What follows belongs to an exercise in optimizing a design on an open flow for small area and a short achievable clock period; a production flow would make more cautious choices. Function was checked by simulation only, so behaviour that the tests miss may differ from the original.

==> flow/design.v <==
module fa_cell(input a, input b, input c, output [1:0] y);
  assign y = {(a & b) | (c & (a ^ b)), a ^ b ^ c};
endmodule
module ha_cell(input a, input b, output [1:0] y);
  assign y = {a & b, a ^ b};
endmodule
module zad4
(input clk,
 input aclr,
 input [9:0] SW,
 output [0:6] HEX3, HEX2, HEX1, HEX0,
 output reg [7:0] LEDR);
  reg [7:0] A, B;
  reg [9:0] PL;     
  reg [6:0] PH;     
  always @(*)
    if (SW[9] && !SW[8]) LEDR = A;
    else if (SW[8] && !SW[9]) LEDR = B;
    else LEDR = 8'b00000000;
  wire [15:0] M;
  wire w1, w2, w3, w4, w5, w6, w7, w8, w9, w10, w11, w12, w13, w14, w15, w16, w17, w18, w19, w20, w21, w22, w23, w24, w25, w26, w27, w28, w29, w30, w31, w32, w33, w34, w35, w36, w37, w38, w39, w40, w41, w42, w43, w44, w45, w46, w47, w48, w49, w50, w51, w52, w53, w54, w55, w56, w57, w58, w59, w60, w61, w62, w63, w64, w65, w66, w67, w68, w69, w70, w71, w72, w73, w74, w75, w76, w77, w78, w79, w80, w81, w82, w83, w84, w85, w86, w87, w88, w89, w90, w91, w92, w93, w94, w95, w96, w97, w98, w99, w100, w101, w102, w103, w104, w105, w106, w107, w108, w109, w110, w111, w112;
  ha_cell add1 ((A[6] & B[0]), (A[5] & B[1]), {w2, w1});
  fa_cell add2 ((A[7] & B[0]), (A[6] & B[1]), (A[5] & B[2]), {w4, w3});
  ha_cell add3 ((A[4] & B[3]), (A[3] & B[4]), {w6, w5});
  fa_cell add4 ((A[7] & B[1]), (A[6] & B[2]), (A[5] & B[3]), {w8, w7});
  ha_cell add5 ((A[4] & B[4]), (A[3] & B[5]), {w10, w9});
  fa_cell add6 ((A[7] & B[2]), (A[6] & B[3]), (A[5] & B[4]), {w12, w11});
  ha_cell add7 ((A[4] & B[0]), (A[3] & B[1]), {w14, w13});
  fa_cell add8 ((A[5] & B[0]), (A[4] & B[1]), (A[3] & B[2]), {w16, w15});
  ha_cell add9 ((A[2] & B[3]), (A[1] & B[4]), {w18, w17});
  fa_cell add10 (w1, (A[4] & B[2]), (A[3] & B[3]), {w20, w19});
  fa_cell add11 ((A[2] & B[4]), (A[1] & B[5]), (A[0] & B[6]), {w22, w21});
  fa_cell add12 (w2, w3, w5, {w24, w23});
  fa_cell add13 ((A[2] & B[5]), (A[1] & B[6]), (A[0] & B[7]), {w26, w25});
  fa_cell add14 (w4, w6, w7, {w28, w27});
  fa_cell add15 (w9, (A[2] & B[6]), (A[1] & B[7]), {w30, w29});
  fa_cell add16 (w8, w10, w11, {w32, w31});
  fa_cell add17 ((A[4] & B[5]), (A[3] & B[6]), (A[2] & B[7]), {w34, w33});
  fa_cell add18 (w12, (A[7] & B[3]), (A[6] & B[4]), {w36, w35});
  fa_cell add19 ((A[5] & B[5]), (A[4] & B[6]), (A[3] & B[7]), {w38, w37});
  fa_cell add20 ((A[7] & B[4]), (A[6] & B[5]), (A[5] & B[6]), {w40, w39});
  ha_cell add21 ((A[3] & B[0]), (A[2] & B[1]), {w42, w41});
  fa_cell add22 (w13, (A[2] & B[2]), (A[1] & B[3]), {w44, w43});
  fa_cell add23 (w14, w15, w17, {w46, w45});
  fa_cell add24 (w16, w18, w19, {w48, w47});
  fa_cell add25 (w20, w22, w23, {w50, w49});
  fa_cell add26 (w24, w26, w27, {w52, w51});
  fa_cell add27 (w28, w30, w31, {w54, w53});
  fa_cell add28 (w32, w34, w35, {w56, w55});
  fa_cell add29 (w36, w38, w39, {w58, w57});
  fa_cell add30 (w40, (A[7] & B[5]), (A[6] & B[6]), {w60, w59});
  ha_cell add31 ((A[2] & B[0]), (A[1] & B[1]), {w62, w61});
  fa_cell add32 (w41, (A[1] & B[2]), (A[0] & B[3]), {w64, w63});
  fa_cell add33 (w42, w43, (A[0] & B[4]), {w66, w65});
  fa_cell add34 (w44, w45, (A[0] & B[5]), {w68, w67});
  fa_cell add35 (w46, w47, w21, {w70, w69});
  fa_cell add36 (w48, w49, w25, {w72, w71});
  fa_cell add37 (w50, w51, w29, {w74, w73});
  fa_cell add38 (w52, w53, w33, {w76, w75});
  fa_cell add39 (w54, w55, w37, {w78, w77});
  fa_cell add40 (w56, w57, (A[4] & B[7]), {w80, w79});
  fa_cell add41 (w58, w59, (A[5] & B[7]), {w82, w81});
  fa_cell add42 (w60, (A[7] & B[6]), (A[6] & B[7]), {w84, w83});
  ha_cell add43 ((A[1] & B[0]), (A[0] & B[1]), {w86, w85});
  fa_cell add44 (w61, (A[0] & B[2]), w86, {w88, w87});
  fa_cell add45 (w62, w63, w88, {w90, w89});
  fa_cell add46 (w64, w65, w90, {w92, w91});
  fa_cell add47 (w66, w67, w92, {w94, w93});
  fa_cell add48 (w68, w69, w94, {w96, w95});
  fa_cell add49 (w70, w71, w96, {w98, w97});
  fa_cell add50 (w72, w73, w98, {w100, w99});
  fa_cell add51 (w74, w75, w100, {w102, w101});
  fa_cell add52 (w76, w77, w102, {w104, w103});
  fa_cell add53 (w78, w79, w104, {w106, w105});
  fa_cell add54 (w80, w81, w106, {w108, w107});
  fa_cell add55 (w82, w83, w108, {w110, w109});
  fa_cell add56 (w84, (A[7] & B[7]), w110, {w112, w111});
  assign M = {w112, w111, w109, w107, w105, w103, w101, w99, w97, w95, w93, w91, w89, w87, w85, (A[0] & B[0])};
  function [3:0] dcell(input [3:0] x);
    dcell = {~((~x[1]) | (x[0] & x[2] & ~x[3]) | (~x[0] & x[3])),
             (x[1] & ~x[3]) | (~x[0] & ~x[1] & x[2]) | (x[0] & x[1]),
             (x[0] & ~x[3]) | (~x[0] & x[2]),
             ~((~x[0] & ~x[1]) | (~x[2]))};
  endfunction
  function [2:0] qbin(input [2:0] x);
    qbin = {(x[1] & ~x[2]),
            (x[2]),
            ~((~x[0]) | (x[1] & ~x[2]))};
  endfunction
  reg [7:0] hg;
  reg [3:0] h0, h1;
  reg [6:0] hd;
  integer m;
  always @(*) begin
    hg = 8'd0;
    for (m = 15; m >= 10; m = m - 1) begin
      h0 = dcell(hg[3:0]);
      h1 = dcell(hg[7:4]);
      hg = {h1[3:1], h0[0], h0[3:1], M[m]};
    end
    hd = hg[6:0];
  end
  always @(posedge clk, negedge aclr)
    if (~aclr) begin
      A <= 8'd0; B <= 8'd0; PL <= 10'd0; PH <= 7'd0;
    end else begin
      if (SW[9]) A <= SW[7:0];
      if (SW[8]) B <= SW[7:0];
      PL <= M[9:0];
      PH <= {hd[6:4], hd[3:0]};
    end
  reg [15:0] dg;
  reg [3:0] u0, u1, u2, u3;
  integer k;
  always @(*) begin
    dg = {8'd0, PH[6], PH};
    for (k = 9; k >= 0; k = k - 1) begin
      u0 = dcell(dg[3:0]);
      u1 = dcell(dg[7:4]);
      u2 = dcell(dg[11:8]);
      u3 = dcell(dg[15:12]);
      dg = {u3[3:1], u2[0], u2[3:1], u1[0], u1[3:1], u0[0], u0[3:1], PL[k]};
    end
  end
  assign HEX0 = {3'b000, qbin(dg[3:1]), dg[0]};
  assign HEX1 = {3'b000, qbin(dg[7:5]), dg[4]};
  assign HEX2 = {3'b000, qbin(dg[11:9]), dg[8]};
  assign HEX3 = {3'b000, qbin(dg[15:13]), dg[12]};
endmodule
export LEC_CHECK = 0
export ABC_AREA = 1
export CAP_MARGIN = 20
export CORE_MARGIN = 2
export CORE_UTILIZATION = 40
export SLEW_MARGIN = 20
export SYNTH_HIERARCHICAL = 1
create_clock -name core_clock -period 18.0 [get_ports {clk}]
standard.sh (not shown) runs the stock make flow with config.mk's settings and CLKGATE_MAP_FILE= SYNTH_SCRIPT=/design/flow/synth_recipe.tcl, a recipe that flattens the netlist after the stock synthesis.
==> flow/flow/run.sh <==
#!/bin/bash
# The standard ORFS layout with these changes:
#  - synthesis maps the logic with an area-oriented ABC script (flow/abc_area_map.script);
#    everything else in synthesis is synth_recipe.tcl unchanged;
#  - the port buffers are sky130_fd_sc_hd__buf_2 instead of the default delay buffer;
#  - the clock tree is built from clkbuf_4 with larger sink clusters and no dummy loads.
set -euo pipefail
here=$(pwd)
export BUFFER_PORTS_ARGS="-buffer_cell sky130_fd_sc_hd__buf_2"
export CTS_ARGS="-sink_clustering_enable -repair_clock_nets -dont_use_dummy_load -buf_list sky130_fd_sc_hd__clkbuf_4 -sink_clustering_size 32 -sink_clustering_max_diameter 200"
export MY_ABC_SCRIPT=$here/flow/abc_area_map.script
export FLOW_SYNTH_TCL=$here/synth_recipe.tcl
sed "s#SYNTH_SCRIPT=[^ ]*#SYNTH_SCRIPT=$here/flow/synth.tcl#" standard.sh > own_standard.sh
bash own_standard.sh > standard.log 2>&1
==> flow/flow/abc_area_map.script <==
strash
dch
amap
==> flow/flow/synth.tcl <==
# The standard synthesis (synth_recipe.tcl), with only the final ABC mapping
# run from the script in $MY_ABC_SCRIPT (area-oriented mapping).
proc abc {args} {
  set i [lsearch -exact $args -script]
  if {$i >= 0 && [info exists ::env(MY_ABC_SCRIPT)]} {
    lset args [expr {$i + 1}] $::env(MY_ABC_SCRIPT)
  }
  yosys abc {*}$args
}
source $::env(FLOW_SYNTH_TCL)
Rerun with:
--- a/flow/design.v
+++ b/flow/design.v
@@ -10,10 +10,10 @@
  input [9:0] SW,
  output [0:6] HEX3, HEX2, HEX1, HEX0,
  output reg [7:0] LEDR);
   reg [7:0] A, B;
-  reg [9:0] PL;     
-  reg [6:0] PH;     
+  reg [8:0] PL;     
+  reg [8:0] PH;     
   always @(*)
     if (SW[9] && !SW[8]) LEDR = A;
     else if (SW[8] && !SW[9]) LEDR = B;
     else LEDR = 8'b00000000;
@@ -86,36 +86,37 @@
     qbin = {(x[1] & ~x[2]),
             (x[2]),
             ~((~x[0]) | (x[1] & ~x[2]))};
   endfunction
-  reg [7:0] hg;
-  reg [3:0] h0, h1;
-  reg [6:0] hd;
+  reg [11:0] hg;
+  reg [3:0] h0, h1, h2;
+  reg [8:0] hd;
   integer m;
   always @(*) begin
-    hg = 8'd0;
-    for (m = 15; m >= 10; m = m - 1) begin
+    hg = 12'd0;
+    for (m = 15; m >= 9; m = m - 1) begin
       h0 = dcell(hg[3:0]);
       h1 = dcell(hg[7:4]);
-      hg = {h1[3:1], h0[0], h0[3:1], M[m]};
+      h2 = dcell(hg[11:8]);
+      hg = {h2[3:1], h1[0], h1[3:1], h0[0], h0[3:1], M[m]};
     end
-    hd = hg[6:0];
+    hd = hg[8:0];
   end
   always @(posedge clk, negedge aclr)
     if (~aclr) begin
-      A <= 8'd0; B <= 8'd0; PL <= 10'd0; PH <= 7'd0;
+      A <= 8'd0; B <= 8'd0; PL <= 9'd0; PH <= 9'd0;
     end else begin
       if (SW[9]) A <= SW[7:0];
       if (SW[8]) B <= SW[7:0];
-      PL <= M[9:0];
-      PH <= {hd[6:4], hd[3:0]};
+      PL <= M[8:0];
+      PH <= hd;
     end
   reg [15:0] dg;
   reg [3:0] u0, u1, u2, u3;
   integer k;
   always @(*) begin
-    dg = {8'd0, PH[6], PH};
-    for (k = 9; k >= 0; k = k - 1) begin
+    dg = {7'd0, PH};
+    for (k = 8; k >= 0; k = k - 1) begin
       u0 = dcell(dg[3:0]);
       u1 = dcell(dg[7:4]);
       u2 = dcell(dg[11:8]);
       u3 = dcell(dg[15:12]);
Result: The new run completed without violations. Via count came out higher by 0.54%. Die area came out higher by 0.43%. Area after synthesis came out higher by about 0.46%. Fmax came out higher by 0.41%. Routed wire length came out higher by about 1.8%.

afterwards: timing with drivers on the ports:
Ports are ideal in the flow. The routed layouts listed here were re-timed in OpenROAD.
Step 1 sets driving cells, clkbuf_16 on the clock port and buf_2 on the other inputs (assumed; they add their load-dependent delay and slew).
Step 2 times the ports against the registers' clock, not the clock port: input delays grow and output delays shrink by t, the midpoint of the rising clock arrivals with the driver on.
Three values: ideal ports, drivers, drivers and shift; two values: the first two.
| run | t (ns) | setup WS [ns] | worst setup path after step 2 |
|---|---|---|---|
| the first run | 0.358 | 9.719 / 9.691 / 9.742 | input to output |
| the second run | 0.343 | 9.753 / 9.729 / 9.729 | input to output |
After both steps every run listed still meets setup and hold. For the second run, which loses most, drivers alone change the setup slack by -0.024 ns; drivers and shift together by -0.024 ns.
